This is an optimization exercise on Yosys and OpenROAD, whose aim is small area and a short achievable clock period, not a production implementation. The RTL was checked by simulation tests, not by an equivalence proof against the original design. Power figures rest on the tool's default switching activity, not on a simulated workload.

<file path="flow/design.v">
module fc2_column #(
    parameter logic [7:0] BIAS = 8'h00
) (
    input  logic        clk,
    input  logic [7:0]  weight,
    input  logic [12:0] m1, m2, m3, n1, n2,
    input  logic        xmin,
    input  logic        first,
    output logic [23:0] acc,    
    output logic [3:0] cb,    
    output logic        rb     
);
    localparam logic [23:0] INIT = {{8{BIAS[7]}}, BIAS, 8'h80} + 24'd11534336;
    logic [11:0] sel, sel_d;
    logic [23:0] acc_in, acc_d;
    logic [3:0] cb_in, cb_d;
    logic ovf;
    logic sn1;
    logic sn3;
    logic sn5;
    logic sn7;
    logic sn9;
    logic sn11;
    logic sn13;
    logic sn15;
    logic sn17;
    logic sn19;
    logic sn21;
    logic sn23;
    logic sn25;
    logic pp27;
    logic sn28;
    logic sn30;
    logic sn32;
    logic sn34;
    logic sn36;
    logic sn38;
    logic sn40;
    logic sn42;
    logic sn44;
    logic sn46;
    logic sn48;
    logic sn50;
    logic sn52;
    logic pp54;
    logic sn55;
    logic sn57;
    logic sn59;
    logic sn61;
    logic sn63;
    logic sn65;
    logic sn67;
    logic sn69;
    logic sn71;
    logic sn73;
    logic sn75;
    logic sn77;
    logic sn79;
    logic pp81;
    logic sn82;
    logic sn84;
    logic sn86;
    logic sn88;
    logic sn90;
    logic sn92;
    logic sn94;
    logic sn96;
    logic sn98;
    logic sn100;
    logic sn102;
    logic sn104;
    logic sn106;
    logic pp108;
    logic s109;
    logic c110;
    logic s112;
    logic c113;
    logic s115;
    logic c116;
    logic s118;
    logic c119;
    logic s121;
    logic c122;
    logic s124;
    logic c125;
    logic s127;
    logic c128;
    logic s130;
    logic c131;
    logic s133;
    logic c134;
    logic s136;
    logic c137;
    logic s139;
    logic c140;
    logic s142;
    logic c143;
    logic s145;
    logic c146;
    logic s148;
    logic c149;
    logic s151;
    logic c152;
    logic s154;
    logic c155;
    logic s157;
    logic c158;
    logic s160;
    logic c161;
    logic s163;
    logic c164;
    logic s166;
    logic c167;
    logic s169;
    logic c170;
    logic s172;
    logic c173;
    logic s175;
    logic c176;
    logic s178;
    logic c179;
    logic s181;
    logic c182;
    logic s184;
    logic c185;
    logic s187;
    logic c188;
    logic s190;
    logic c191;
    logic s193;
    logic c194;
    logic s196;
    logic c197;
    logic s199;
    logic c200;
    logic s202;
    logic c203;
    logic s205;
    logic c206;
    logic s208;
    logic c209;
    logic s211;
    logic c212;
    logic s214;
    logic c215;
    logic s217;
    logic c218;
    logic s220;
    logic c221;
    logic s223;
    logic c224;
    logic s226;
    logic c227;
    logic s229;
    logic c230;
    logic s232;
    logic c233;
    logic s235;
    logic c236;
    logic s238;
    logic c239;
    logic s241;
    logic c242;
    logic s244;
    logic c245;
    logic s247;
    logic c248;
    logic g250;
    logic ys251;
    logic p254;
    logic g255;
    logic p257;
    logic g258;
    logic p260;
    logic g261;
    logic p263;
    logic g264;
    logic p266;
    logic g267;
    logic p269;
    logic g270;
    logic p272;
    logic g273;
    logic p275;
    logic g276;
    logic gg278;
    logic gg280;
    logic pq281;
    logic gg283;
    logic pq284;
    logic gg286;
    logic pq287;
    logic gg289;
    logic gg291;
    logic gg293;
    logic pq294;
    logic gg296;
    logic pq297;
    logic gg299;
    logic gg301;
    logic gg303;
    logic gg305;
    logic gg307;
    logic ys309;
    logic ys311;
    logic ys313;
    logic ys315;
    logic ys317;
    logic ys319;
    logic ys321;
    logic ys323;
    logic g325;
    logic ys326;
    logic p329;
    logic g330;
    logic p332;
    logic g333;
    logic p335;
    logic g336;
    logic gg338;
    logic gg340;
    logic pq341;
    logic gg343;
    logic gg345;
    logic ys347;
    logic ys349;
    logic ys351;
    logic g353;
    logic ys354;
    logic p357;
    logic g358;
    logic p360;
    logic g361;
    logic p363;
    logic g364;
    logic gg366;
    logic gg368;
    logic pq369;
    logic gg371;
    logic gg373;
    logic ys375;
    logic ys377;
    logic ys379;
    logic g381;
    logic ys382;
    logic p385;
    logic g386;
    logic p388;
    logic g389;
    logic p391;
    logic g392;
    logic gg394;
    logic gg396;
    logic pq397;
    logic gg399;
    logic gg401;
    logic ys403;
    logic ys405;
    logic ys407;
    logic g409;
    logic ys410;
    logic p413;
    logic g414;
    logic p416;
    logic g417;
    logic gg419;
    logic gg421;
    logic ys423;
    logic ys425;
    for (genvar k = 0; k < 4; k = k + 1) begin : dig
        assign sel_d[3*k]     = ~weight[2*k+1] &  weight[2*k];
        assign sel_d[3*k + 1] =  weight[2*k+1] & ~weight[2*k];
        assign sel_d[3*k + 2] =  weight[2*k+1] &  weight[2*k];
    end
    fc2_sel sl2 (.s0(sel[0]), .s1(sel[1]), .s2(sel[2]), .a(m1[0]), .b(m2[0]), .c(m3[0]), .yn(sn1));
    fc2_sel sl4 (.s0(sel[0]), .s1(sel[1]), .s2(sel[2]), .a(m1[1]), .b(m2[1]), .c(m3[1]), .yn(sn3));
    fc2_sel sl6 (.s0(sel[0]), .s1(sel[1]), .s2(sel[2]), .a(m1[2]), .b(m2[2]), .c(m3[2]), .yn(sn5));
    fc2_sel sl8 (.s0(sel[0]), .s1(sel[1]), .s2(sel[2]), .a(m1[3]), .b(m2[3]), .c(m3[3]), .yn(sn7));
    fc2_sel sl10 (.s0(sel[0]), .s1(sel[1]), .s2(sel[2]), .a(m1[4]), .b(m2[4]), .c(m3[4]), .yn(sn9));
    fc2_sel sl12 (.s0(sel[0]), .s1(sel[1]), .s2(sel[2]), .a(m1[5]), .b(m2[5]), .c(m3[5]), .yn(sn11));
    fc2_sel sl14 (.s0(sel[0]), .s1(sel[1]), .s2(sel[2]), .a(m1[6]), .b(m2[6]), .c(m3[6]), .yn(sn13));
    fc2_sel sl16 (.s0(sel[0]), .s1(sel[1]), .s2(sel[2]), .a(m1[7]), .b(m2[7]), .c(m3[7]), .yn(sn15));
    fc2_sel sl18 (.s0(sel[0]), .s1(sel[1]), .s2(sel[2]), .a(m1[8]), .b(m2[8]), .c(m3[8]), .yn(sn17));
    fc2_sel sl20 (.s0(sel[0]), .s1(sel[1]), .s2(sel[2]), .a(m1[9]), .b(m2[9]), .c(m3[9]), .yn(sn19));
    fc2_sel sl22 (.s0(sel[0]), .s1(sel[1]), .s2(sel[2]), .a(m1[10]), .b(m2[10]), .c(m3[10]), .yn(sn21));
    fc2_sel sl24 (.s0(sel[0]), .s1(sel[1]), .s2(sel[2]), .a(m1[11]), .b(m2[11]), .c(m3[11]), .yn(sn23));
    fc2_sel sl26 (.s0(sel[0]), .s1(sel[1]), .s2(sel[2]), .a(m1[12]), .b(m2[12]), .c(m3[12]), .yn(sn25));
    assign pp27 = ~sn25;
    fc2_sel sl29 (.s0(sel[3]), .s1(sel[4]), .s2(sel[5]), .a(m1[0]), .b(m2[0]), .c(m3[0]), .yn(sn28));
    fc2_sel sl31 (.s0(sel[3]), .s1(sel[4]), .s2(sel[5]), .a(m1[1]), .b(m2[1]), .c(m3[1]), .yn(sn30));
    fc2_sel sl33 (.s0(sel[3]), .s1(sel[4]), .s2(sel[5]), .a(m1[2]), .b(m2[2]), .c(m3[2]), .yn(sn32));
    fc2_sel sl35 (.s0(sel[3]), .s1(sel[4]), .s2(sel[5]), .a(m1[3]), .b(m2[3]), .c(m3[3]), .yn(sn34));
    fc2_sel sl37 (.s0(sel[3]), .s1(sel[4]), .s2(sel[5]), .a(m1[4]), .b(m2[4]), .c(m3[4]), .yn(sn36));
    fc2_sel sl39 (.s0(sel[3]), .s1(sel[4]), .s2(sel[5]), .a(m1[5]), .b(m2[5]), .c(m3[5]), .yn(sn38));
    fc2_sel sl41 (.s0(sel[3]), .s1(sel[4]), .s2(sel[5]), .a(m1[6]), .b(m2[6]), .c(m3[6]), .yn(sn40));
    fc2_sel sl43 (.s0(sel[3]), .s1(sel[4]), .s2(sel[5]), .a(m1[7]), .b(m2[7]), .c(m3[7]), .yn(sn42));
    fc2_sel sl45 (.s0(sel[3]), .s1(sel[4]), .s2(sel[5]), .a(m1[8]), .b(m2[8]), .c(m3[8]), .yn(sn44));
    fc2_sel sl47 (.s0(sel[3]), .s1(sel[4]), .s2(sel[5]), .a(m1[9]), .b(m2[9]), .c(m3[9]), .yn(sn46));
    fc2_sel sl49 (.s0(sel[3]), .s1(sel[4]), .s2(sel[5]), .a(m1[10]), .b(m2[10]), .c(m3[10]), .yn(sn48));
    fc2_sel sl51 (.s0(sel[3]), .s1(sel[4]), .s2(sel[5]), .a(m1[11]), .b(m2[11]), .c(m3[11]), .yn(sn50));
    fc2_sel sl53 (.s0(sel[3]), .s1(sel[4]), .s2(sel[5]), .a(m1[12]), .b(m2[12]), .c(m3[12]), .yn(sn52));
    assign pp54 = ~sn52;
    fc2_sel sl56 (.s0(sel[6]), .s1(sel[7]), .s2(sel[8]), .a(m1[0]), .b(m2[0]), .c(m3[0]), .yn(sn55));
    fc2_sel sl58 (.s0(sel[6]), .s1(sel[7]), .s2(sel[8]), .a(m1[1]), .b(m2[1]), .c(m3[1]), .yn(sn57));
    fc2_sel sl60 (.s0(sel[6]), .s1(sel[7]), .s2(sel[8]), .a(m1[2]), .b(m2[2]), .c(m3[2]), .yn(sn59));
    fc2_sel sl62 (.s0(sel[6]), .s1(sel[7]), .s2(sel[8]), .a(m1[3]), .b(m2[3]), .c(m3[3]), .yn(sn61));
    fc2_sel sl64 (.s0(sel[6]), .s1(sel[7]), .s2(sel[8]), .a(m1[4]), .b(m2[4]), .c(m3[4]), .yn(sn63));
    fc2_sel sl66 (.s0(sel[6]), .s1(sel[7]), .s2(sel[8]), .a(m1[5]), .b(m2[5]), .c(m3[5]), .yn(sn65));
    fc2_sel sl68 (.s0(sel[6]), .s1(sel[7]), .s2(sel[8]), .a(m1[6]), .b(m2[6]), .c(m3[6]), .yn(sn67));
    fc2_sel sl70 (.s0(sel[6]), .s1(sel[7]), .s2(sel[8]), .a(m1[7]), .b(m2[7]), .c(m3[7]), .yn(sn69));
    fc2_sel sl72 (.s0(sel[6]), .s1(sel[7]), .s2(sel[8]), .a(m1[8]), .b(m2[8]), .c(m3[8]), .yn(sn71));
    fc2_sel sl74 (.s0(sel[6]), .s1(sel[7]), .s2(sel[8]), .a(m1[9]), .b(m2[9]), .c(m3[9]), .yn(sn73));
    fc2_sel sl76 (.s0(sel[6]), .s1(sel[7]), .s2(sel[8]), .a(m1[10]), .b(m2[10]), .c(m3[10]), .yn(sn75));
    fc2_sel sl78 (.s0(sel[6]), .s1(sel[7]), .s2(sel[8]), .a(m1[11]), .b(m2[11]), .c(m3[11]), .yn(sn77));
    fc2_sel sl80 (.s0(sel[6]), .s1(sel[7]), .s2(sel[8]), .a(m1[12]), .b(m2[12]), .c(m3[12]), .yn(sn79));
    assign pp81 = ~sn79;
    fc2_sel sl83 (.s0(sel[9]), .s1(sel[10]), .s2(sel[11]), .a(m1[0]), .b(n2[0]), .c(n1[0]), .yn(sn82));
    fc2_sel sl85 (.s0(sel[9]), .s1(sel[10]), .s2(sel[11]), .a(m1[1]), .b(n2[1]), .c(n1[1]), .yn(sn84));
    fc2_sel sl87 (.s0(sel[9]), .s1(sel[10]), .s2(sel[11]), .a(m1[2]), .b(n2[2]), .c(n1[2]), .yn(sn86));
    fc2_sel sl89 (.s0(sel[9]), .s1(sel[10]), .s2(sel[11]), .a(m1[3]), .b(n2[3]), .c(n1[3]), .yn(sn88));
    fc2_sel sl91 (.s0(sel[9]), .s1(sel[10]), .s2(sel[11]), .a(m1[4]), .b(n2[4]), .c(n1[4]), .yn(sn90));
    fc2_sel sl93 (.s0(sel[9]), .s1(sel[10]), .s2(sel[11]), .a(m1[5]), .b(n2[5]), .c(n1[5]), .yn(sn92));
    fc2_sel sl95 (.s0(sel[9]), .s1(sel[10]), .s2(sel[11]), .a(m1[6]), .b(n2[6]), .c(n1[6]), .yn(sn94));
    fc2_sel sl97 (.s0(sel[9]), .s1(sel[10]), .s2(sel[11]), .a(m1[7]), .b(n2[7]), .c(n1[7]), .yn(sn96));
    fc2_sel sl99 (.s0(sel[9]), .s1(sel[10]), .s2(sel[11]), .a(m1[8]), .b(n2[8]), .c(n1[8]), .yn(sn98));
    fc2_sel sl101 (.s0(sel[9]), .s1(sel[10]), .s2(sel[11]), .a(m1[9]), .b(n2[9]), .c(n1[9]), .yn(sn100));
    fc2_sel sl103 (.s0(sel[9]), .s1(sel[10]), .s2(sel[11]), .a(m1[10]), .b(n2[10]), .c(n1[10]), .yn(sn102));
    fc2_sel sl105 (.s0(sel[9]), .s1(sel[10]), .s2(sel[11]), .a(m1[11]), .b(n2[11]), .c(n1[11]), .yn(sn104));
    fc2_sel sl107 (.s0(sel[9]), .s1(sel[10]), .s2(sel[11]), .a(m1[12]), .b(n2[12]), .c(n1[12]), .yn(sn106));
    assign pp108 = ~sn106;
    assign ovf = xmin & sel[10] & ~(|sel[8:0]);
    assign acc_in = first ? ~INIT : acc;
    assign cb_in = first ? ~4'd0 : cb;
    fc2_xnor hx111 (.a(acc_in[6]), .b(sn13), .y(s109));
    fc2_or ho111 (.a(acc_in[6]), .b(sn13), .y(c110));
    fc2_fa fa114 (.a(acc_in[7]), .b(sn15), .c(sn38), .s(s112), .co(c113));
    fc2_fa fa117 (.a(acc_in[8]), .b(sn17), .c(sn40), .s(s115), .co(c116));
    fc2_fa fa120 (.a(acc_in[9]), .b(cb_in[0]), .c(sn19), .s(s118), .co(c119));
    fc2_xnor hx123 (.a(sn42), .b(sn65), .y(s121));
    fc2_or ho123 (.a(sn42), .b(sn65), .y(c122));
    fc2_fa fa126 (.a(acc_in[10]), .b(sn21), .c(sn44), .s(s124), .co(c125));
    fc2_xnor hx129 (.a(sn67), .b(sn90), .y(s127));
    fc2_or ho129 (.a(sn67), .b(sn90), .y(c128));
    fc2_fa fa132 (.a(acc_in[11]), .b(sn23), .c(sn46), .s(s130), .co(c131));
    fc2_xnor hx135 (.a(sn69), .b(sn92), .y(s133));
    fc2_or ho135 (.a(sn69), .b(sn92), .y(c134));
    fc2_fa fa138 (.a(acc_in[12]), .b(sn48), .c(sn71), .s(s136), .co(c137));
    fc2_xnor hx141 (.a(sn94), .b(pp27), .y(s139));
    fc2_or ho141 (.a(sn94), .b(pp27), .y(c140));
    fc2_fa fa144 (.a(acc_in[13]), .b(cb_in[1]), .c(sn50), .s(s142), .co(c143));
    fc2_xnor hx147 (.a(sn73), .b(sn96), .y(s145));
    fc2_or ho147 (.a(sn73), .b(sn96), .y(c146));
    fc2_fa fa150 (.a(acc_in[14]), .b(sn75), .c(sn98), .s(s148), .co(c149));
    fc2_xnor hx153 (.a(acc_in[4]), .b(sn9), .y(s151));
    fc2_or ho153 (.a(acc_in[4]), .b(sn9), .y(c152));
    fc2_fa fa156 (.a(acc_in[5]), .b(sn11), .c(sn34), .s(s154), .co(c155));
    fc2_fa fa159 (.a(sn36), .b(sn59), .c(sn82), .s(s157), .co(c158));
    fc2_fa fa162 (.a(sn61), .b(sn84), .c(c110), .s(s160), .co(c161));
    fc2_fa fa165 (.a(sn63), .b(sn86), .c(c113), .s(s163), .co(c164));
    fc2_fa fa168 (.a(sn88), .b(s121), .c(c116), .s(s166), .co(c167));
    fc2_fa fa171 (.a(c122), .b(s127), .c(c119), .s(s169), .co(c170));
    fc2_fa fa174 (.a(c128), .b(s133), .c(c125), .s(s172), .co(c173));
    fc2_fa fa177 (.a(c134), .b(c131), .c(s136), .s(s175), .co(c176));
    fc2_fa fa180 (.a(s145), .b(c140), .c(c137), .s(s178), .co(c179));
    fc2_fa fa183 (.a(pp54), .b(c146), .c(c143), .s(s181), .co(c182));
    fc2_fa fa186 (.a(acc_in[15]), .b(sn77), .c(sn100), .s(s184), .co(c185));
    fc2_xnor hx189 (.a(acc_in[16]), .b(sn102), .y(s187));
    fc2_or ho189 (.a(acc_in[16]), .b(sn102), .y(c188));
    fc2_xnor hx192 (.a(acc_in[17]), .b(cb_in[2]), .y(s190));
    fc2_or ho192 (.a(acc_in[17]), .b(cb_in[2]), .y(c191));
    fc2_xnor hx195 (.a(acc_in[18]), .b(~(~ovf)), .y(s193));
    fc2_or ho195 (.a(acc_in[18]), .b(~(~ovf)), .y(c194));
    fc2_xnor hx198 (.a(acc_in[2]), .b(sn5), .y(s196));
    fc2_or ho198 (.a(acc_in[2]), .b(sn5), .y(c197));
    fc2_fa fa201 (.a(acc_in[3]), .b(sn7), .c(sn30), .s(s199), .co(c200));
    fc2_fa fa204 (.a(sn32), .b(sn55), .c(s151), .s(s202), .co(c203));
    fc2_fa fa207 (.a(sn57), .b(c152), .c(s154), .s(s205), .co(c206));
    fc2_fa fa210 (.a(s109), .b(c155), .c(s157), .s(s208), .co(c209));
    fc2_fa fa213 (.a(c158), .b(s112), .c(s160), .s(s211), .co(c212));
    fc2_fa fa216 (.a(s115), .b(c161), .c(s163), .s(s214), .co(c215));
    fc2_fa fa219 (.a(s118), .b(c164), .c(s166), .s(s217), .co(c218));
    fc2_fa fa222 (.a(s124), .b(c167), .c(s169), .s(s220), .co(c221));
    fc2_fa fa225 (.a(s130), .b(c170), .c(s172), .s(s223), .co(c224));
    fc2_fa fa228 (.a(s139), .b(c173), .c(s175), .s(s226), .co(c227));
    fc2_fa fa231 (.a(s142), .b(c176), .c(s178), .s(s229), .co(c230));
    fc2_fa fa234 (.a(s148), .b(c179), .c(s181), .s(s232), .co(c233));
    fc2_fa fa237 (.a(c149), .b(s184), .c(c182), .s(s235), .co(c236));
    fc2_fa fa240 (.a(pp81), .b(s187), .c(c185), .s(s238), .co(c239));
    fc2_fa fa243 (.a(sn104), .b(s190), .c(c188), .s(s241), .co(c242));
    fc2_fa fa246 (.a(c191), .b(pp108), .c(s193), .s(s244), .co(c245));
    fc2_xnor hx249 (.a(acc_in[19]), .b(c194), .y(s247));
    fc2_or ho249 (.a(acc_in[19]), .b(c194), .y(c248));
    fc2_or u252 (.a(acc_in[0]), .b(sn1), .y(g250));
    fc2_xnor u253 (.a(acc_in[0]), .b(sn1), .y(ys251));
    fc2_ha u256 (.a(acc_in[1]), .b(sn3), .s(p254), .co(g255));
    fc2_ha u259 (.a(sn28), .b(s196), .s(p257), .co(g258));
    fc2_ha u262 (.a(c197), .b(s199), .s(p260), .co(g261));
    fc2_ha u265 (.a(c200), .b(s202), .s(p263), .co(g264));
    fc2_ha u268 (.a(c203), .b(s205), .s(p266), .co(g267));
    fc2_ha u271 (.a(c206), .b(s208), .s(p269), .co(g270));
    fc2_ha u274 (.a(c209), .b(s211), .s(p272), .co(g273));
    fc2_ha u277 (.a(c212), .b(s214), .s(p275), .co(g276));
    fc2_g u279 (.gh(g255), .ph(p254), .gl(g250), .g(gg278));
    fc2_gp u282 (.gh(g261), .ph(p260), .gl(g258), .pl(p257), .g(gg280), .p(pq281));
    fc2_gp u285 (.gh(g267), .ph(p266), .gl(g264), .pl(p263), .g(gg283), .p(pq284));
    fc2_gp u288 (.gh(g273), .ph(p272), .gl(g270), .pl(p269), .g(gg286), .p(pq287));
    fc2_g u290 (.gh(g258), .ph(p257), .gl(gg278), .g(gg289));
    fc2_g u292 (.gh(gg280), .ph(pq281), .gl(gg278), .g(gg291));
    fc2_gp u295 (.gh(g270), .ph(p269), .gl(gg283), .pl(pq284), .g(gg293), .p(pq294));
    fc2_gp u298 (.gh(gg286), .ph(pq287), .gl(gg283), .pl(pq284), .g(gg296), .p(pq297));
    fc2_g u300 (.gh(g264), .ph(p263), .gl(gg291), .g(gg299));
    fc2_g u302 (.gh(gg283), .ph(pq284), .gl(gg291), .g(gg301));
    fc2_g u304 (.gh(gg293), .ph(pq294), .gl(gg291), .g(gg303));
    fc2_g u306 (.gh(gg296), .ph(pq297), .gl(gg291), .g(gg305));
    fc2_g u308 (.gh(g276), .ph(p275), .gl(gg305), .g(gg307));
    fc2_xor u310 (.a(p254), .b(g250), .y(ys309));
    fc2_xor u312 (.a(p257), .b(gg278), .y(ys311));
    fc2_xor u314 (.a(p260), .b(gg289), .y(ys313));
    fc2_xor u316 (.a(p263), .b(gg291), .y(ys315));
    fc2_xor u318 (.a(p266), .b(gg299), .y(ys317));
    fc2_xor u320 (.a(p269), .b(gg301), .y(ys319));
    fc2_xor u322 (.a(p272), .b(gg303), .y(ys321));
    fc2_xor u324 (.a(p275), .b(gg305), .y(ys323));
    fc2_or u327 (.a(c215), .b(s217), .y(g325));
    fc2_xnor u328 (.a(c215), .b(s217), .y(ys326));
    fc2_ha u331 (.a(c218), .b(s220), .s(p329), .co(g330));
    fc2_ha u334 (.a(c221), .b(s223), .s(p332), .co(g333));
    fc2_ha u337 (.a(c224), .b(s226), .s(p335), .co(g336));
    fc2_g u339 (.gh(g330), .ph(p329), .gl(g325), .g(gg338));
    fc2_gp u342 (.gh(g336), .ph(p335), .gl(g333), .pl(p332), .g(gg340), .p(pq341));
    fc2_g u344 (.gh(g333), .ph(p332), .gl(gg338), .g(gg343));
    fc2_g u346 (.gh(gg340), .ph(pq341), .gl(gg338), .g(gg345));
    fc2_xor u348 (.a(p329), .b(g325), .y(ys347));
    fc2_xor u350 (.a(p332), .b(gg338), .y(ys349));
    fc2_xor u352 (.a(p335), .b(gg343), .y(ys351));
    fc2_or u355 (.a(c227), .b(s229), .y(g353));
    fc2_xnor u356 (.a(c227), .b(s229), .y(ys354));
    fc2_ha u359 (.a(c230), .b(s232), .s(p357), .co(g358));
    fc2_ha u362 (.a(c233), .b(s235), .s(p360), .co(g361));
    fc2_ha u365 (.a(c236), .b(s238), .s(p363), .co(g364));
    fc2_g u367 (.gh(g358), .ph(p357), .gl(g353), .g(gg366));
    fc2_gp u370 (.gh(g364), .ph(p363), .gl(g361), .pl(p360), .g(gg368), .p(pq369));
    fc2_g u372 (.gh(g361), .ph(p360), .gl(gg366), .g(gg371));
    fc2_g u374 (.gh(gg368), .ph(pq369), .gl(gg366), .g(gg373));
    fc2_xor u376 (.a(p357), .b(g353), .y(ys375));
    fc2_xor u378 (.a(p360), .b(gg366), .y(ys377));
    fc2_xor u380 (.a(p363), .b(gg371), .y(ys379));
    fc2_or u383 (.a(c239), .b(s241), .y(g381));
    fc2_xnor u384 (.a(c239), .b(s241), .y(ys382));
    fc2_ha u387 (.a(c242), .b(s244), .s(p385), .co(g386));
    fc2_ha u390 (.a(c245), .b(s247), .s(p388), .co(g389));
    fc2_ha u393 (.a(acc_in[20]), .b(c248), .s(p391), .co(g392));
    fc2_g u395 (.gh(g386), .ph(p385), .gl(g381), .g(gg394));
    fc2_gp u398 (.gh(g392), .ph(p391), .gl(g389), .pl(p388), .g(gg396), .p(pq397));
    fc2_g u400 (.gh(g389), .ph(p388), .gl(gg394), .g(gg399));
    fc2_g u402 (.gh(gg396), .ph(pq397), .gl(gg394), .g(gg401));
    fc2_xor u404 (.a(p385), .b(g381), .y(ys403));
    fc2_xor u406 (.a(p388), .b(gg394), .y(ys405));
    fc2_xor u408 (.a(p391), .b(gg399), .y(ys407));
    fc2_or u411 (.a(acc_in[21]), .b(cb_in[3]), .y(g409));
    fc2_xnor u412 (.a(acc_in[21]), .b(cb_in[3]), .y(ys410));
    fc2_ha u415 (.a(acc_in[22]), .b(1'b1), .s(p413), .co(g414));
    fc2_ha u418 (.a(acc_in[23]), .b(1'b1), .s(p416), .co(g417));
    fc2_g u420 (.gh(g414), .ph(p413), .gl(g409), .g(gg419));
    fc2_g u422 (.gh(g417), .ph(p416), .gl(gg419), .g(gg421));
    fc2_xor u424 (.a(p413), .b(g409), .y(ys423));
    fc2_xor u426 (.a(p416), .b(gg419), .y(ys425));
    assign acc_d = {ys425, ys423, ys410, ys407, ys405, ys403, ys382, ys379, ys377, ys375, ys354, ys351, ys349, ys347, ys326, ys323, ys321, ys319, ys317, ys315, ys313, ys311, ys309, ys251};
    assign cb_d = {gg401, gg373, gg345, gg307};
    always_ff @(posedge clk) begin
        sel <= sel_d;
        acc <= acc_d;
        cb <= cb_d;
    end
    assign rb = ~acc[8] & ~(&acc[7:0]);
endmodule
module fc2_group #(
    parameter logic [31:0] BIASES = '0    
) (
    input  logic        clk,
    input  logic [31:0] weight,
    input  logic [10:0] in_data,
    input  logic        load_n,
    output logic [79:0] res
);
    logic [12:0] xe, x1, x3, xn1;
    logic        xmin, load;
    logic [23:0] acc [0:3];
    logic [3:0] cb [0:3];
    logic [3:0] rb;
    assign xe = {{2{in_data[10]}}, in_data};
    always_ff @(posedge clk) begin
        x1 <= xe;
        x3 <= xe + {xe[11:0], 1'b0};
        xn1 <= -xe;
        xmin <= (in_data == 11'h400);
        load <= load_n;
    end
    genvar j;
    generate
        for (j = 0; j < 4; j = j + 1) begin : col
            fc2_column #(.BIAS(BIASES[(3-j)*8 +: 8])) fc (
                .clk(clk),
                .weight(weight[8*j +: 8]),
                .m1(x1),
                .m2({x1[11:0], 1'b0}),
                .m3(x3),
                .n1(xn1),
                .n2({xn1[11:0], 1'b0}),
                .xmin(xmin),
                .first(load),
                .acc(acc[j]),
                .cb(cb[j]),
                .rb(rb[j])
            );
            assign res[20*j +: 20] = {acc[j][23:9], cb[j], rb[j]};
        end
    endgenerate
endmodule
module fc2_fa (
    input  logic a, b, c,
    output logic s, co
);
    assign s = a ^ b ^ c;
    assign co = (a & b) | (c & (a ^ b));
endmodule
module fc2_ha (
    input  logic a, b,
    output logic s, co
);
    assign s = a ^ b;
    assign co = a & b;
endmodule
module fc2_xor (
    input  logic a, b,
    output logic y
);
    assign y = a ^ b;
endmodule
module fc2_gp (
    input  logic gh, ph, gl, pl,
    output logic g, p
);
    assign g = gh | (ph & gl);
    assign p = ph & pl;
endmodule
module fc2_g (
    input  logic gh, ph, gl,
    output logic g
);
    assign g = gh | (ph & gl);
endmodule
module fc2_sel (
    input  logic s0, s1, s2, a, b, c,
    output logic yn
);
    assign yn = ~((s0 & a) | (s1 & b) | (s2 & c));
endmodule
module fc2_xnor (
    input  logic a, b,
    output logic y
);
    assign y = ~(a ^ b);
endmodule
module fc2_or (
    input  logic a, b,
    output logic y
);
    assign y = a | b;
endmodule
module fc2 (
    input clk,
    input rst_n,
    input logic [511:0] weight ,
    input  logic [10:0] in_data,
    input in_valid,
    output logic out_valid,
    output logic [15:0] sum
);
localparam logic [511:0] BIAS_FLAT = {
    8'h24, 8'h0E, 8'h01, 8'h02, 8'h1F, 8'h12, 8'hFE, 8'hEF,
    8'h1A, 8'hE5, 8'h08, 8'h19, 8'h3E, 8'hD0, 8'h25, 8'h07,
    8'h12, 8'hF0, 8'hBC, 8'hF6, 8'hFF, 8'h06, 8'hF7, 8'hFD,
    8'h0E, 8'h01, 8'hD4, 8'hE7, 8'hF4, 8'hE0, 8'hD1, 8'h3E,
    8'h09, 8'h20, 8'hC6, 8'hFA, 8'hFD, 8'h17, 8'hF4, 8'hF0,
    8'h12, 8'h17, 8'hF3, 8'h12, 8'h01, 8'h12, 8'h01, 8'h19,
    8'h23, 8'hB9, 8'hFB, 8'h12, 8'hD8, 8'hB2, 8'h19, 8'hE9,
    8'hE9, 8'h16, 8'h11, 8'hC5, 8'h1C, 8'h01, 8'h26, 8'hD8
};
logic       run, primed;
logic [7:0] ph, ph_n;
logic       load;
assign ph_n = (run || in_valid) ? ph + 8'd1 : ph;
always_ff @(posedge clk or negedge rst_n) begin
    if (!rst_n) begin
        run <= 1'b0;
        ph <= 8'd255;
        load <= 1'b0;
        primed <= 1'b0;
        out_valid <= 1'b0;
    end else begin
        if (in_valid) run <= 1'b1;
        ph <= ph_n;
        load <= (ph_n == 8'd0);
        if (run && ph == 8'd255) primed <= 1'b1;
        out_valid <= primed && (ph >= 8'd5) && (ph <= 8'd68);
    end
end
logic [19:0] res [0:63];
genvar g;
generate
    for (g = 0; g < 16; g = g + 1) begin : grp
        logic [79:0] gres;
        fc2_group #(.BIASES(BIAS_FLAT[(15 - g)*32 +: 32])) fg (
            .clk(clk),
            .weight(weight[32*g +: 32]),
            .in_data(in_data),
            .load_n(ph_n == 8'd0),
            .res(gres)
        );
        for (genvar j = 0; j < 4; j = j + 1) begin : ch
            assign res[4*g + j] = gres[20*j +: 20];
        end
    end
endgenerate
logic [19:0] sr [1:68];
logic [15:0] sr0;
logic [14:0] hi, t;
logic [3:0] cbt;
assign hi = ~sr[1][19:5];
assign cbt = ~sr[1][4:1];
assign t = hi + ({14'd0, cbt[0]} << 0) + ({14'd0, cbt[1]} << 4) + ({14'd0, cbt[2]} << 8) + ({14'd0, cbt[3]} << 12);
always_ff @(posedge clk) begin
    for (int k = 1; k < 5; k = k + 1) sr[k] <= sr[k+1];
    for (int k = 5; k < 68; k = k + 1) sr[k] <= ({20{load}} & res[k-5]) | sr[k+1];
    sr[68] <= {20{load}} & res[63];
    sr0 <= {t, sr[1][0]};
end
assign sum = sr0;
endmodule
</file>
<file path="flow/constraint.sdc">
create_clock -name core_clock -period 8.0 [get_ports {clk}]
set_input_delay 1.6000 -clock core_clock [delete_from_list [all_inputs] [get_ports {clk}]]
set_output_delay 1.6000 -clock core_clock [all_outputs]
set_load 0.01 [all_outputs]
</file>
<file path="flow/config.mk">
export PLATFORM = sky130hd
export DESIGN_NAME = fc2
export DESIGN_NICKNAME = fc2
export VERILOG_FILES = /design/flow/design.v
export SDC_FILE = /design/flow/constraint.sdc
export NUM_CORES = 8
export LEC_CHECK = 0
export CAP_MARGIN = 20
export CELL_PAD_IN_SITES_DETAIL_PLACEMENT = 1
export CORE_MARGIN = 2
export CORE_UTILIZATION = 45
export SETUP_SLACK_MARGIN = 4.7
export SLEW_MARGIN = 20
export SYNTH_HIERARCHICAL = 1
</file>
<file path="flow/run.sh">
#!/bin/bash
# synth_recipe.tcl (not shown) runs the flow's synth.tcl, then flattens the netlist and writes it again
# the make line also repeats each setting of config.mk as NAME=value (left out here)
make -C /OpenROAD-flow-scripts/flow DESIGN_CONFIG=/design/flow/config.mk WORK_HOME=/design/flow/orfs CLKGATE_MAP_FILE= SYNTH_SCRIPT=/design/flow/synth_recipe.tcl finish
</file>
==> flow_summary.yaml, run 1 <==
timing:
  timing.final.crit_share: 0.424
  hold_viol: 0
  fin_setup_tns_ps: 0
  worst_pin_slew_ps: 1080
  finalCriticalPeriod_ps: 3390
  fmax_mhz: 295
  finalMaxSlewViolations: 0
  slew_headroom: 0.278
  rsz0062_at_grt: "true"
  final.setup.worst_slack_ps: 4610
  fin_worst_skew_ps: 55.2
  setup_viol: 0
clock_tree:
  clk_latency_ps: 1090
  cts.path.max_buffers: 4
  root_buffer: "clkbuf_16"
  cts_tree: "yes"
  path_clk_slew_ps: 60
  clock-sinks: 4508
  numCtsBuffers: 535
  h-tree-depth: 6
pwr:
  vdd_drop_max_v: 0.000266
  power.static_leakage_nw: 135
  powerDensity_mw_per_mm2: 564
synthesis:
  ys_top_cells_by_count: "dfxtp_1, a222oi_1, a21o_1"
  synth-edff-count: 0
  ys_types: 62
  ys_seq_elements: 4508
  synth.top_cell.area_share: 0.331
  synthesis.area_mm2: 0.272
  synth_top_cell_by_area: "dfxtp_1"
  syn_inst: 23380
  synth.avg_cell_area_um2: 11.6
  yosysMostFrequentCell: "dfxtp_1"
  ys_warn_count: 102
  async_flop_share: 0.00266
  ys.flop_type: "dfxtp_1"
  synth-seq-area-share: 0.332
  synth_area_leaders: "dfxtp_1, fa_1, a222oi_1"
grt:
  grt_pass1_vias: 230577
  antenna_found_initial: 141
  grtUsageTotal: 0.287
  grt.overflow.total: 0
  grt_pass1_wl_mm: 1390
  grt_start_max_net_pins: 161
placed_design:
  port_buffers: 542
  dp_worst_setup_slack_ps: 3400
  dpl_cell_area_mm2: 0.288
  place.gp.congestion: 0.878
  dp.final_hpwl_mm: 608
  dp_cells: 32211
worst_setup_path:
  path_class: "flip-flop to flip-flop"
  required_ps: 8960
  arrival_ps: 4350
  cp_max_fo: 5
  cp-end-kind: "flip-flop"
  critPathLaunchType: "flip-flop"
die:
  ios: 543
  rows: 285
  die_area_mm2: 0.611
  die_w_um: 781
  start_util: 0.452
  coreArea_mm2: 0.602
  die_y_um: 781
outcome:
  outcome: "no timing/DRC/antenna violations"
drt:
  drt_iter0_drc: 34643
  ant_nets: 0
  vias: 214661
  drt_first_pass_iters: 20
  vias_per_cell: 6.35
  routed_wl_mm: 931
  wl_per_cell_um: 27.5
  drc: 0
worst_hold_path:
  hold_class: "flip-flop to flip-flop"
finish:
  drive_gt1_frac: 0.129
  finalInstanceArea_mm2: 0.319
  final_cells: 33816
  syn_to_final_growth_pct: 17.1
  fin_util: 0.529
  finalNetCount: 29620
flow_run:
  maxCapViolCount: 0
-- modules after synthesis, one instance, submodules excluded, a selection --
module    flip-flops and latches  cell area, um^2
fc2_xnor                       0             8.76
fc2                         1388            38800
fc2_g                          0             7.51
fc2_fa                         0             20.0
fc2_or                         0             6.26
fc2_sel                        0             10.0
fc2_ha                         0             12.5
fc2_gp                         0             13.8
fc2_xor                        0             8.76
-- layout make-up --
type	instances	area, um^2
repair buffers	1344	15200
multi-input cells	18382	181000
clock inverters	244	3350
well taps	8036	10100
inverters	523	1960
diodes	61	153
flip-flops and latches	4508	91600
clock buffers	718	15100
fillers	61896	284000
-- stage by stage --
stage / power, mW / hold WS (ps)
CTS: 172 / 325
global placement: 137 / 310
floorplan: 118 / 310
global route: 195 / 331
finish: 179 / 318
detailed placement: 143 / 313
-- timing repair --
| item | 4_1_cts | 5_1_grt |
|---|---|---|
| hold buffers | 0 | 0 |
| gates resized for setup | 677 | 987 |
| pin swaps | 195 | 731 |
| setup buffers | 163 | 344 |
| gates cloned | 28 | 47 |
| setup endpoints to repair | 873 | 391 |
-- registers in the layout, indices dropped and copies added (netlist names) --
register / cells
grp.fg.col.fc.acc: 1536
sr: 1360
grp.fg.col.fc.sel: 768
grp.fg.col.fc.cb: 256
grp.fg.xn1: 208
grp.fg.x1: 160
grp.fg.x3: 160
grp.fg.load: 16
grp.fg.xmin: 16
sr0: 16
ph: 8
load: 1
out_valid: 1
primed: 1
run: 1
-- report_power, final --
| part | switching [mW] | internal (mW) |
|---|---|---|
| Combinational | 55.3 | 57.8 |
| Clock | 10.6 | 15.1 |
| Sequential | 6.65 | 34.1 |
| Total | 72.5 | 107 |
-- cells by family (layout without fill, tap and decap cells) --
kind of cell,count (synthesis),count (layout),share of synthesized area
adder cells (fa/ha/maj),3800,3800,0.237
AO/OA/AOI/OAI,6624,6624,0.213
other,80,445,0.00110
flip-flops,4508,4508,0.332
buffers and inverters,794,2829,0.0151
AND/OR/NAND/NOR,4964,4964,0.117
XOR/XNOR,2610,2610,0.0840
-- worst max-delay path: stages (launching register included) --
cell and delay (ps):
dfxtp_4 410, buf_12 160, buf_6 110, buf_6 100, buf_16 120, and2b_2 230
fa_2 340, fa_2 560, fa_1 440, or2_1 270, a21o_1 190, a21o_1 170
xor2_1 160
-- final timing paths --
| kind | depth (start not counted) | slack (ps) | start | end |
|---|---|---|---|---|
| worst max-delay path | 12 | 4610 | grp[9].fg.load | grp[9].fg.col[2].fc.acc[16] |
| worst min-delay path | 0 | 320 | sr[3][9] | sr[2][9] |
| worst max register to register | 12 | 4610 | grp[9].fg.load | grp[9].fg.col[2].fc.acc[16] |
| worst min register to register | 0 | 320 | sr[3][9] | sr[2][9] |
| max in group asynchronous | 1 | 6670 | rst_n | load |
| min in group asynchronous | 1 | 890 | rst_n | load |
-- per-layer routing --
metal / global-route usage / wire length, um / vias up
met3: 0.0571 / 91700 / 2575
met1: 0.364 / 358000 / 107546
met2: 0.476 / 437000 / 11731
met5: 0 / 585 / -
met4: 0.123 / 44700 / 92
li1: - / - / 92717
-- placed cells by master, fill, tap and decap left out, types with 655 or more instances in the layout --
cell type | Yosys | routed
a21o_1 | 2966 | 2966
a222oi_1 | 3328 | 3328
and2_1 | 804 | 797
dfxtp_1 | 4496 | 3689
dfxtp_2 | 0 | 694
fa_1 | 2256 | 2016
ha_1 | 1544 | 1420
nor2b_1 | 655 | 655
or2_1 | 2243 | 2190
xnor2_1 | 1346 | 1345
xor2_1 | 1264 | 1263
==> inputs of run 2 (changes only) <==
--- a/flow/config.mk
+++ b/flow/config.mk
@@ -6,9 +6,8 @@
 export NUM_CORES = 8
 export LEC_CHECK = 0
 export CAP_MARGIN = 20
-export CELL_PAD_IN_SITES_DETAIL_PLACEMENT = 1
 export CORE_MARGIN = 2
 export CORE_UTILIZATION = 45
-export SETUP_SLACK_MARGIN = 4.7
+export SETUP_SLACK_MARGIN = 4.6
 export SLEW_MARGIN = 20
 export SYNTH_HIERARCHICAL = 1
==> flow_summary.yaml, run 2 <==
worst_setup_path:
  r2r_start: "grp[6].fg.x3[5]"
  r2r-end: "grp[6].fg.col[0].fc.acc[12]"
  arrival_ps: 4300
  r2r_setup_slack_ps: 4620
  path_class: "flip-flop to flip-flop"
  cp_max_fo: 12
  r2r_cells: 8
  critPathLaunchType: "flip-flop"
  required_ps: 8920
  cp-end-kind: "flip-flop"
grt:
  grt_start_max_net_pins: 154
  grt.overflow.total: 0
  grt_pass1_wl_mm: 1270
  grtUsageTotal: 0.262
  antenna_found_initial: 135
  grt_pass1_vias: 210653
drt:
  ant_nets: 0
  drc: 0
  drt_iter0_drc: 34650
  vias: 205104
  routed_wl_mm: 834
  wl_per_cell_um: 25.0
  vias_per_cell: 6.14
  drt_first_pass_iters: 17
synthesis:
  yosysMostFrequentCell: "dfxtp_1"
  synth-edff-count: 0
  syn_inst: 23380
  ys_warn_count: 102
  synth_area_leaders: "dfxtp_1, fa_1, a222oi_1"
  ys_seq_elements: 4508
  synthesis.area_mm2: 0.272
  synth-seq-area-share: 0.332
  synth.avg_cell_area_um2: 11.6
  synth_top_cell_by_area: "dfxtp_1"
  ys.flop_type: "dfxtp_1"
  ys_top_cells_by_count: "dfxtp_1, a222oi_1, a21o_1"
  ys_types: 62
  synth.top_cell.area_share: 0.331
  async_flop_share: 0.00266
finish:
  syn_to_final_growth_pct: 14.3
  layout_commonest_cell: "dfxtp_1"
  layout_common_cells: "dfxtp_1, a222oi_1, a21o_1, or2_1, fa_1"
  reg_top3: "grp.fg.col.fc.acc (1536), sr (1360), grp.fg.col.fc.sel (768)"
  largest_register_ffs: 1536
  drive_gt1_frac: 0.0872
  largest-register: "grp.fg.col.fc.acc"
  finalNetCount: 29192
clock_tree:
  numCtsBuffers: 540
  cts.path.max_buffers: 4
  h-tree-depth: 6
  path_clk_slew_ps: 60
  clock-sinks: 4508
  cts_tree: "yes"
  clk_latency_ps: 1100
  ctsHoldBuffers: 0
  root_buffer: "clkbuf_16"
timing:
  rsz0062_at_grt: "true"
  hold_viol: 0
  fmax_mhz: 296
  final.setup.worst_slack_ps: 4620
  finalMaxSlewViolations: 0
  slew_headroom: 0.299
  finalCriticalPeriod_ps: 3380
  timing.final.crit_share: 0.423
  setup_viol: 0
  fin_setup_tns_ps: 0
  holdWs_ps: 322
  fin_worst_skew_ps: 65.3
  worst_pin_slew_ps: 1050
pwr:
  finalPower_mw: 167
  vdd_drop_max_v: 0.000290
  powerDensity_mw_per_mm2: 536
  power.static_leakage_nw: 132
die:
  die_area_mm2: 0.611
  coreArea_mm2: 0.602
  start_util: 0.452
  rows: 285
  die_w_um: 781
  die_y_um: 781
  ios: 543
worst_hold_path:
  whs_endpoint: "sr[1][14]"
  hold_depth: 0
  hold_class: "flip-flop to flip-flop"
  min_from: "sr[2][14]"
placed_design:
  port_buffers: 542
  dp_worst_setup_slack_ps: 3370
  place.gp.congestion: 0.879
  dp.final_hpwl_mm: 561
outcome:
  outcome: "no timing/DRC/antenna violations"
flow_run:
  maxCapViolCount: 0
-- run 2: cell counts after synthesis --
Identical to the previous run, type by type.
-- run 2: stage by stage --
step	std cells	utilization	instance area, um^2
after floorplan	23684	-	273000
after global placement	32208	0.479	288000
after detailed placement	32208	0.479	288000
after CTS	33244	0.513	309000
after global routing	33350	0.516	311000
final	33385	0.516	311000
-- run 2: per-module statistics from Yosys (local to each module, per instance), a selection --
module / flops+latches / copies in the design / area [um^2]
fc2_fa: 0 / 2240 / 20.0
fc2_ha: 0 / 1216 / 12.5
fc2_xnor: 0 / 1088 / 8.76
fc2: 1388 / 1 / 38800
fc2_g: 0 / 1152 / 7.51
fc2_gp: 0 / 512 / 13.8
fc2_xor: 0 / 1216 / 8.76
fc2_sel: 0 / 3328 / 10.0
fc2_or: 0 / 1088 / 6.26
-- run 2: area by class of cell --
class | count | area (um^2)
fillers | 52958 | 291000
multi-input cells | 18382 | 179000
flip-flops and latches | 4508 | 91100
clock buffers | 721 | 15300
repair buffers | 911 | 10100
well taps | 8036 | 10100
clock inverters | 252 | 3490
inverters | 523 | 1960
diodes | 52 | 130
-- run 2: worst max path at each step --
stage	start	endpoint	slack (ps)	depth (start not counted)
2_1_floorplan	grp[7].fg.load	grp[7].fg.col[0].fc.acc[16]	4600	8
3_3_place_gp	in_data[1]	grp[0].fg.x3[9]	3390	10
3_5_place_dp	in_data[1]	grp[9].fg.x3[9]	3370	10
4_1_cts	grp[9].fg.x3[10]	grp[9].fg.col[2].fc.acc[16]	4600	8
5_1_grt	grp[5].fg.load	grp[5].fg.col[0].fc.acc[16]	4550	9
6_report	grp[6].fg.x3[5]	grp[6].fg.col[0].fc.acc[12]	4620	8
-- run 2: critical path, stage by stage (launching register included) --
cell      delay [ps]
dfxtp_1          830
a222oi_1         230
fa_1             440
fa_1             410
fa_1             510
or2_1            290
a21o_1           210
a21o_1           170
xor2_1           160
-- run 2: metal layers --
| layer | vias up | share of wire | global-route usage |
|---|---|---|---|
| met5 | - | 0.00051 | 0 |
| met4 | 70 | 0.038 | 0.103 |
| met3 | 1806 | 0.10 | 0.0575 |
| met2 | 11067 | 0.45 | 0.417 |
| met1 | 100201 | 0.41 | 0.346 |
| li1 | 91960 | - | - |
-- run 2: logic make-up after synthesis --
logic type      synth area share
compound gates             0.213
simple gates               0.117
flops                      0.332
fa+ha+maj                  0.237
xor+xnor                  0.0840
buf+inv                   0.0151
other cells              0.00110
-- run 2: what timing repair did --
action | in CTS | in global routing
cloned | 8 | 10
buffers inserted | 55 | 79
setup endpoints to repair | 670 | 266
resized for setup | 208 | 488
pin swaps | 11 | 196
-- run 2: power by group --
group	total [mW]	switching [mW]	internal (mW)
combinational	100	49.2	51.3
sequential	40.4	6.36	34.0
clock	25.9	10.4	15.6
==> inputs of run 3 (changes only) <==
--- a/flow/config.mk
+++ b/flow/config.mk
@@ -8,6 +8,8 @@
 export CAP_MARGIN = 20
 export CORE_MARGIN = 2
 export CORE_UTILIZATION = 45
-export SETUP_SLACK_MARGIN = 4.6
+export CTS_CLUSTER_DIAMETER = 100
+export CTS_CLUSTER_SIZE = 20
+export SETUP_SLACK_MARGIN = 4.7
 export SLEW_MARGIN = 20
 export SYNTH_HIERARCHICAL = 1
==> flow_summary.yaml, run 3 <==
flow_run:
  maxCapViolCount: 0
drt:
  vias_per_cell: 6.20
  drc: 0
  ant_nets: 0
  vias: 205115
  drt_iter0_drc: 35209
  wl_per_cell_um: 25.5
  routed_wl_mm: 843
  drt_first_pass_iters: 22
finish:
  layout_commonest_cell: "dfxtp_1"
  layout_common_cells: "dfxtp_1, a222oi_1, a21o_1, or2_1, fa_1"
  finalNetCount: 29195
  reg_top3: "grp.fg.col.fc.acc (1536), sr (1360), grp.fg.col.fc.sel (768)"
  final_cells: 33068
  largest_register_ffs: 1536
  drive_gt1_frac: 0.0960
  syn_to_final_growth_pct: 12.2
  fin_util: 0.507
  largest-register: "grp.fg.col.fc.acc"
worst_setup_path:
  r2r_start: "grp[2].fg.load"
  r2r_setup_slack_ps: 4660
  arrival_ps: 4180
  max_stage_delay_ps: 510
  cp_max_fo: 8
  critical_path.cell_chain: "buf_6 > clkbuf_16 > or2_2 > fa_1 > fa_1 > fa_1 > ha_1 > a21o_1 > a21o_1 > xor2_1"
  r2r-end: "grp[2].fg.col[2].fc.acc[16]"
  crit_start: "grp[2].fg.load"
  slowest_stage: "fa_1"
  r2r_cells: 10
  crit_top_cell: "fa_1"
  path_class: "flip-flop to flip-flop"
  critPathLaunchType: "flip-flop"
  required_ps: 8840
  crit_path_end: "grp[2].fg.col[2].fc.acc[16]"
  cp-end-kind: "flip-flop"
pwr:
  power.static_leakage_nw: 129
  clockPowerShare: 0.094
  vdd_drop_max_v: 0.000265
  p_sw_frac: 0.407
  powerDensity_mw_per_mm2: 525
  intPower_mw: 95.0
  seq_power_share: 0.252
  p_comb_frac: 0.654
  p_sw_mw: 65.1
clock_tree:
  numCtsBuffers: 276
  cts.path.max_buffers: 4
  path_clk_slew_ps: 90
  ctsHoldBuffers: 0
  root_buffer: "clkbuf_16"
  cts_tree: "yes"
  clock-sinks: 4508
  h-tree-depth: 5
  clk_latency_ps: 1030
worst_hold_path:
  hold_depth: 0
  hold_class: "flip-flop to flip-flop"
  min_from: "sr[4][17]"
die:
  die_y_um: 781
  coreArea_mm2: 0.602
  start_util: 0.452
  die_w_um: 781
  rows: 285
  die_area_mm2: 0.611
  ios: 543
synthesis:
  syn_inst: 23380
  synth.avg_cell_area_um2: 11.6
  ys_seq_elements: 4508
  ys_warn_count: 102
  synth-edff-count: 0
  synth_area_leaders: "dfxtp_1, fa_1, a222oi_1"
  ys.flop_type: "dfxtp_1"
  synth-seq-area-share: 0.332
  ys_types: 62
  synth.top_cell.area_share: 0.331
  ys_top_cells_by_count: "dfxtp_1, a222oi_1, a21o_1"
  async_flop_share: 0.00266
  synthesis.area_mm2: 0.272
  yosysMostFrequentCell: "dfxtp_1"
  synth_top_cell_by_area: "dfxtp_1"
placed_design:
  dp.final_hpwl_mm: 562
  place.gp.congestion: 0.878
  port_buffers: 542
  dp_cells: 32211
timing:
  setup_viol: 0
  finalMaxSlewViolations: 0
  worst_pin_slew_ps: 1080
  fin_worst_skew_ps: 80.3
  fmax_mhz: 299
  finalCriticalPeriod_ps: 3340
  rsz0062_at_grt: "true"
  slew_headroom: 0.278
  holdWs_ps: 328
  timing.final.crit_share: 0.418
  fin_setup_tns_ps: 0
  hold_viol: 0
grt:
  grt_pass1_vias: 208854
  grt.overflow.total: 0
  grtUsageTotal: 0.261
  grt_pass1_wl_mm: 1270
  grt_start_max_net_pins: 161
  antenna_found_initial: 135
outcome:
  outcome: "no timing/DRC/antenna violations"
[run 3: final cells by class]
type,instances,area (um^2)
clock inverters,57,783
clock buffers,319,7290
well taps,8036,10100
inverters,523,1960
repair buffers,1178,13300
multi-input cells,18382,180000
diodes,65,163
fillers,53543,297000
flip-flops and latches,4508,91500
[run 3: kinds of logic after synthesis]
logic type | share of synthesized area
AOI/OAI and AO/OA | 0.213
xor gates and xnor gates | 0.0840
adders and majority gates | 0.237
buffers and inverters | 0.0151
DFF | 0.332
other | 0.00110
and+or+nand+nor | 0.117
[run 3: Yosys stat by module, one instance, submodules excluded, excerpt]
module	flip-flops and latches	copies in the design	cells inside	cell area, um^2
fc2_or	0	1088	1	6.26
fc2_xor	0	1216	1	8.76
fc2_gp	0	512	2	13.8
fc2_sel	0	3328	1	10.0
fc2_g	0	1152	1	7.51
fc2	1388	1	2910	38800
fc2_ha	0	1216	1	12.5
fc2_fa	0	2240	1	20.0
fc2_xnor	0	1088	1	8.76
[run 3: critical path, delay by kind of cell, from the launching register on]
kind | cells | cell delay [ps]
buffers and inverters | 2 | 310
adder cells (fa/ha/maj) | 4 | 1670
XOR/XNOR | 1 | 160
AND/OR/NAND/NOR | 1 | 310
AO/OA/AOI/OAI | 2 | 410
flip-flops | 1 | 360
[run 3: routing by layer]
layer / part of all wire / wire [um] / global-route usage / vias to the layer above
li1: - / - / - / 91644
met1: 0.41 / 343000 / 0.349 / 100414
met2: 0.45 / 383000 / 0.420 / 11110
met3: 0.099 / 83500 / 0.0509 / 1869
met4: 0.039 / 32800 / 0.0984 / 78
met5: 0.00062 / 522 / 0.000235 / -
[run 3: worst min-delay path by stage]
stage / endpoint
floorplan: sr0[0]
global placement: sr[4][3]
detailed placement: sr[1][0]
CTS: sr[1][14]
global route: sr[1][3]
finish: sr[3][17]
[run 3: per-stage QoR]
step	area (um^2)	setup slack, ps	total power [mW]
after floorplan	273000	4710	118
after global placement	288000	3420	137
after detailed placement	288000	3430	139
after CTS	299000	4640	156
after global routing	305000	4570	175
final	305000	4660	160
[run 3: power groups by stage]
stage / logic (mW) / clock network, mW / registers [mW]
3_3_place_gp: 96.2 / 0 / 40.6
4_1_cts: 101 / 15.6 / 40.1
2_1_floorplan: 80.7 / 0 / 37.8
5_1_grt: 118 / 16.4 / 41.1
6_report: 105 / 15.1 / 40.3
3_5_place_dp: 98.8 / 0 / 40.7
[run 3: what timing repair did]
action | 4_1_cts | 5_1_grt
setup buffers | 99 | 260
setup endpoints to repair | 861 | 363
cloned | 16 | 41
resized for setup | 426 | 894
hold endpoints to repair | 0 | 0
pin swaps | 98 | 560
==> inputs of run 4 (changes only) <==
--- a/flow/design.v
+++ b/flow/design.v
@@ -260,19 +260,17 @@
     logic g409;
     logic ys410;
     logic p413;
-    logic g414;
-    logic p416;
-    logic g417;
-    logic gg419;
-    logic gg421;
-    logic ys423;
-    logic ys425;
+    logic p414;
+    logic gg415;
+    logic gg417;
+    logic ys419;
+    logic ys421;
     for (genvar k = 0; k < 4; k = k + 1) begin : dig
         assign sel_d[3*k]     = ~weight[2*k+1] &  weight[2*k];
         assign sel_d[3*k + 1] =  weight[2*k+1] & ~weight[2*k];
         assign sel_d[3*k + 2] =  weight[2*k+1] &  weight[2*k];
     end
-    fc2_sel sl2 (.s0(sel[0]), .s1(sel[1]), .s2(sel[2]), .a(m1[0]), .b(m2[0]), .c(m3[0]), .yn(sn1));
+    fc2_sel2 sl2 (.s0(sel[0]), .s2(sel[2]), .a(m1[0]), .c(m3[0]), .yn(sn1));
     fc2_sel sl4 (.s0(sel[0]), .s1(sel[1]), .s2(sel[2]), .a(m1[1]), .b(m2[1]), .c(m3[1]), .yn(sn3));
     fc2_sel sl6 (.s0(sel[0]), .s1(sel[1]), .s2(sel[2]), .a(m1[2]), .b(m2[2]), .c(m3[2]), .yn(sn5));
     fc2_sel sl8 (.s0(sel[0]), .s1(sel[1]), .s2(sel[2]), .a(m1[3]), .b(m2[3]), .c(m3[3]), .yn(sn7));
@@ -286,7 +284,7 @@
     fc2_sel sl24 (.s0(sel[0]), .s1(sel[1]), .s2(sel[2]), .a(m1[11]), .b(m2[11]), .c(m3[11]), .yn(sn23));
     fc2_sel sl26 (.s0(sel[0]), .s1(sel[1]), .s2(sel[2]), .a(m1[12]), .b(m2[12]), .c(m3[12]), .yn(sn25));
     assign pp27 = ~sn25;
-    fc2_sel sl29 (.s0(sel[3]), .s1(sel[4]), .s2(sel[5]), .a(m1[0]), .b(m2[0]), .c(m3[0]), .yn(sn28));
+    fc2_sel2 sl29 (.s0(sel[3]), .s2(sel[5]), .a(m1[0]), .c(m3[0]), .yn(sn28));
     fc2_sel sl31 (.s0(sel[3]), .s1(sel[4]), .s2(sel[5]), .a(m1[1]), .b(m2[1]), .c(m3[1]), .yn(sn30));
     fc2_sel sl33 (.s0(sel[3]), .s1(sel[4]), .s2(sel[5]), .a(m1[2]), .b(m2[2]), .c(m3[2]), .yn(sn32));
     fc2_sel sl35 (.s0(sel[3]), .s1(sel[4]), .s2(sel[5]), .a(m1[3]), .b(m2[3]), .c(m3[3]), .yn(sn34));
@@ -300,7 +298,7 @@
     fc2_sel sl51 (.s0(sel[3]), .s1(sel[4]), .s2(sel[5]), .a(m1[11]), .b(m2[11]), .c(m3[11]), .yn(sn50));
     fc2_sel sl53 (.s0(sel[3]), .s1(sel[4]), .s2(sel[5]), .a(m1[12]), .b(m2[12]), .c(m3[12]), .yn(sn52));
     assign pp54 = ~sn52;
-    fc2_sel sl56 (.s0(sel[6]), .s1(sel[7]), .s2(sel[8]), .a(m1[0]), .b(m2[0]), .c(m3[0]), .yn(sn55));
+    fc2_sel2 sl56 (.s0(sel[6]), .s2(sel[8]), .a(m1[0]), .c(m3[0]), .yn(sn55));
     fc2_sel sl58 (.s0(sel[6]), .s1(sel[7]), .s2(sel[8]), .a(m1[1]), .b(m2[1]), .c(m3[1]), .yn(sn57));
     fc2_sel sl60 (.s0(sel[6]), .s1(sel[7]), .s2(sel[8]), .a(m1[2]), .b(m2[2]), .c(m3[2]), .yn(sn59));
     fc2_sel sl62 (.s0(sel[6]), .s1(sel[7]), .s2(sel[8]), .a(m1[3]), .b(m2[3]), .c(m3[3]), .yn(sn61));
@@ -314,7 +312,7 @@
     fc2_sel sl78 (.s0(sel[6]), .s1(sel[7]), .s2(sel[8]), .a(m1[11]), .b(m2[11]), .c(m3[11]), .yn(sn77));
     fc2_sel sl80 (.s0(sel[6]), .s1(sel[7]), .s2(sel[8]), .a(m1[12]), .b(m2[12]), .c(m3[12]), .yn(sn79));
     assign pp81 = ~sn79;
-    fc2_sel sl83 (.s0(sel[9]), .s1(sel[10]), .s2(sel[11]), .a(m1[0]), .b(n2[0]), .c(n1[0]), .yn(sn82));
+    fc2_sel2 sl83 (.s0(sel[9]), .s2(sel[11]), .a(m1[0]), .c(n1[0]), .yn(sn82));
     fc2_sel sl85 (.s0(sel[9]), .s1(sel[10]), .s2(sel[11]), .a(m1[1]), .b(n2[1]), .c(n1[1]), .yn(sn84));
     fc2_sel sl87 (.s0(sel[9]), .s1(sel[10]), .s2(sel[11]), .a(m1[2]), .b(n2[2]), .c(n1[2]), .yn(sn86));
     fc2_sel sl89 (.s0(sel[9]), .s1(sel[10]), .s2(sel[11]), .a(m1[3]), .b(n2[3]), .c(n1[3]), .yn(sn88));
@@ -459,13 +457,13 @@
     fc2_xor u408 (.a(p391), .b(gg399), .y(ys407));
     fc2_or u411 (.a(acc_in[21]), .b(cb_in[3]), .y(g409));
     fc2_xnor u412 (.a(acc_in[21]), .b(cb_in[3]), .y(ys410));
-    fc2_ha u415 (.a(acc_in[22]), .b(1'b1), .s(p413), .co(g414));
-    fc2_ha u418 (.a(acc_in[23]), .b(1'b1), .s(p416), .co(g417));
-    fc2_g u420 (.gh(g414), .ph(p413), .gl(g409), .g(gg419));
-    fc2_g u422 (.gh(g417), .ph(p416), .gl(gg419), .g(gg421));
-    fc2_xor u424 (.a(p413), .b(g409), .y(ys423));
-    fc2_xor u426 (.a(p416), .b(gg419), .y(ys425));
-    assign acc_d = {ys425, ys423, ys410, ys407, ys405, ys403, ys382, ys379, ys377, ys375, ys354, ys351, ys349, ys347, ys326, ys323, ys321, ys319, ys317, ys315, ys313, ys311, ys309, ys251};
+    assign p413 = ~acc_in[22];
+    assign p414 = ~acc_in[23];
+    fc2_g u416 (.gh(acc_in[22]), .ph(p413), .gl(g409), .g(gg415));
+    fc2_g u418 (.gh(acc_in[23]), .ph(p414), .gl(gg415), .g(gg417));
+    fc2_xor u420 (.a(p413), .b(g409), .y(ys419));
+    fc2_xor u422 (.a(p414), .b(gg415), .y(ys421));
+    assign acc_d = {ys421, ys419, ys410, ys407, ys405, ys403, ys382, ys379, ys377, ys375, ys354, ys351, ys349, ys347, ys326, ys323, ys321, ys319, ys317, ys315, ys313, ys311, ys309, ys251};
     assign cb_d = {gg401, gg373, gg345, gg307};
     always_ff @(posedge clk) begin
         sel <= sel_d;
@@ -550,6 +548,12 @@
 );
     assign g = gh | (ph & gl);
 endmodule
+module fc2_sel2 (
+    input  logic s0, s2, a, c,
+    output logic yn
+);
+    assign yn = ~((s0 & a) | (s2 & c));
+endmodule
 module fc2_sel (
     input  logic s0, s1, s2, a, b, c,
     output logic yn
--- a/flow/config.mk
+++ b/flow/config.mk
@@ -10,6 +10,6 @@
 export CORE_UTILIZATION = 45
 export CTS_CLUSTER_DIAMETER = 100
 export CTS_CLUSTER_SIZE = 20
-export SETUP_SLACK_MARGIN = 4.7
+export SETUP_SLACK_MARGIN = 4.75
 export SLEW_MARGIN = 20
 export SYNTH_HIERARCHICAL = 1
==> flow_summary.yaml, run 4 <==
drt:
  wl_per_cell_um: 25.8
  drc: 0
  drt_iter0_drc: 35591
  m1WireLength_mm: 342
  maxUsedRoutingLayer: "met5"
  wl_met2_mm: 386
  drt_first_pass_iters: 17
  routed_wl_mm: 851
  met3WireLength_mm: 88.4
  vias: 204713
  ant_nets: 0
  vias_per_cell: 6.22
clock_tree:
  cts_tree: "yes"
  h-tree-depth: 5
  clk_latency_ps: 1020
  numCtsBuffers: 275
  root_buffer: "clkbuf_16"
  cts.path.max_buffers: 4
  path_clk_slew_ps: 80
  clock-sinks: 4508
finish:
  reg_top3: "grp.fg.col.fc.acc (1536), sr (1360), grp.fg.col.fc.sel (768)"
  syn_to_final_growth_pct: 14.0
  layout_commonest_cell: "dfxtp_1"
  drive_gt1_frac: 0.132
  finalInstanceArea_mm2: 0.309
  layout_common_cells: "dfxtp_1, a222oi_1, a21o_1, or2_1, fa_1"
  finalNetCount: 28918
  fillers: 52707
  final_cells: 32911
  largest-register: "grp.fg.col.fc.acc"
  largest_register_ffs: 1536
worst_setup_path:
  r2r-end: "grp[13].fg.col[3].fc.cb[1]"
  slowest_stage: "fa_2"
  crit_top_cell: "fa_2"
  cp_max_fo: 4
  path_class: "flip-flop to flip-flop"
  crit_start: "grp[13].fg.x1[10]"
  r2r_cells: 8
  r2r_setup_slack_ps: 4640
  r2r_start: "grp[13].fg.x1[10]"
  critical_path.cell_chain: "buf_8 > a222oi_1 > fa_2 > fa_2 > fa_2 > ha_1 > and2_1 > a21o_1"
  required_ps: 8880
  critPathLaunchType: "flip-flop"
  crit_path_end: "grp[13].fg.col[3].fc.cb[1]"
  arrival_ps: 4240
  cp-end-kind: "flip-flop"
  max_stage_delay_ps: 550
synthesis:
  ys_warn_count: 102
  synthesis.area_mm2: 0.271
  syn_inst: 23232
  synth.avg_cell_area_um2: 11.7
grt:
  grt_pass1_vias: 206866
  antenna_found_initial: 139
  grt_pass1_wl_mm: 1260
  grtUsageTotal: 0.261
  grt.overflow.total: 0
  grt_start_max_net_pins: 165
die:
  start_util: 0.452
  coreArea_mm2: 0.599
  die_w_um: 780
  die_y_um: 780
  rows: 284
  die_area_mm2: 0.608
  ios: 543
outcome:
  outcome: "no timing/DRC/antenna violations"
timing:
  timing.final.crit_share: 0.420
  worst_pin_slew_ps: 1150
  fmax_mhz: 298
  final.setup.worst_slack_ps: 4640
  fin_setup_tns_ps: 0
  finalMaxSlewViolations: 0
  slew_headroom: 0.231
  fin_worst_skew_ps: 50.8
  setup_viol: 0
  hold_viol: 0
  rsz0062_at_grt: "true"
  finalCriticalPeriod_ps: 3360
placed_design:
  dp.final_hpwl_mm: 556
  place.gp.congestion: 0.859
  port_buffers: 542
  dp_cells: 31730
  dpl_cell_area_mm2: 0.286
  dp_worst_setup_slack_ps: 3500
pwr:
  power.static_leakage_nw: 129
  powerDensity_mw_per_mm2: 538
  vdd_drop_max_v: 0.000261
flow_run:
  maxCapViolCount: 0
worst_hold_path:
  hold_class: "flip-flop to flip-flop"
run 4: where the power goes:
group / switching, mW / internal [mW] / leakage, nW / total, mW
logic: 51.8 / 58.6 / 86.6 / 110
registers: 6.45 / 34.0 / 38.0 / 40.4
clock network: 8.27 / 6.84 / 3.94 / 15.1
total: 66.5 / 99.5 / 129 / 166
run 4: metrics by stage:
step,utilization,power [mW],hold slack [ps]
floorplan,-,118,310
global placement,0.478,136,311
detailed placement,0.478,138,312
CTS,0.499,157,324
global route,0.515,181,329
finish,0.516,166,325
run 4: layer usage:
layer	global-route usage	vias to the layer above
met5	0.000157	-
met4	0.0993	62
met3	0.0593	1885
met2	0.417	11543
met1	0.346	100197
li1	-	91026
run 4: cell type report:
cell class	count	area, um^2	share of cell area
Clock buffer	314	7180	0.0233
Antenna cell	86	215	0.000697
Timing Repair Buffer	1482	16900	0.0548
Multi-Input combinational cell	17867	180000	0.582
Sequential cell	4508	91600	0.297
Clock inverter	60	910	0.00295
Inverter	586	2200	0.00713
Tap cell	8008	10000	0.0325
run 4: worst min-delay path by stage:
stage | depth (start not counted) | to | startpoint | slack (ps)
2_1_floorplan | 0 | sr0[0] | sr[1][0] | 310
4_1_cts | 0 | sr[4][18] | sr[5][18] | 320
6_report | 0 | sr[4][18] | sr[5][18] | 320
3_3_place_gp | 0 | sr[3][5] | sr[4][5] | 310
5_1_grt | 0 | sr[1][4] | sr[2][4] | 330
3_5_place_dp | 0 | sr[1][14] | sr[2][14] | 310
run 4: worst max-delay path, delay by kind of cell (launching register included):
kind            cells  cell delay [ps]
compound gates      2              680
fa+ha+maj           4             1860
buf+inv             1              140
flops               1              370
simple gates        1              170
run 4: repair_timing:
action,4_1_cts,5_1_grt
hold buffers,0,0
buffers inserted,194,429
cloned,24,74
pin swaps,235,909
gates resized for setup,857,1019
endpoints found under the setup margin,825,437

[what the ideal ports hide]
No port has a modelled driver above. Below, the same layouts with a new extraction and two added sets of constraints. Step 1 sets driving cells, clkbuf_16 on the clock port and buf_2 on the other inputs (assumed; they add their load-dependent delay and slew). Step 2 moves the port delays by t, midway between the first and last clock arrival at a register: inputs arrive t later, outputs are due t later. That takes back most of the time a late clock gives input paths. Slacks: ideal / step 1 / step 2; pairs: ideal / step 1.
run | t, ns | setup WS [ns] | worst setup path after step 2 | worst register clock-pin slew, ns | worst data-port slew with drivers (ns)
run 1 | 1.216 | 4.611 / 4.611 / 3.573 | input to register | 0.07 / 0.07 | 0.40
run 2 | 1.195 | 4.617 / 4.595 / 3.501 | input to register | 0.07 / 0.07 | 0.35
run 3 | 1.124 | 4.658 / 4.658 / 3.792 | input to register | 0.11 / 0.11 | 0.38
run 4 | 1.135 | 4.644 / 4.644 / 3.724 | input to register | 0.10 / 0.10 | 0.43
After both steps setup and hold are still met in every run listed. For run 2, which loses most, drivers alone change the setup slack by -0.022 ns; drivers and shift together by -1.116 ns.
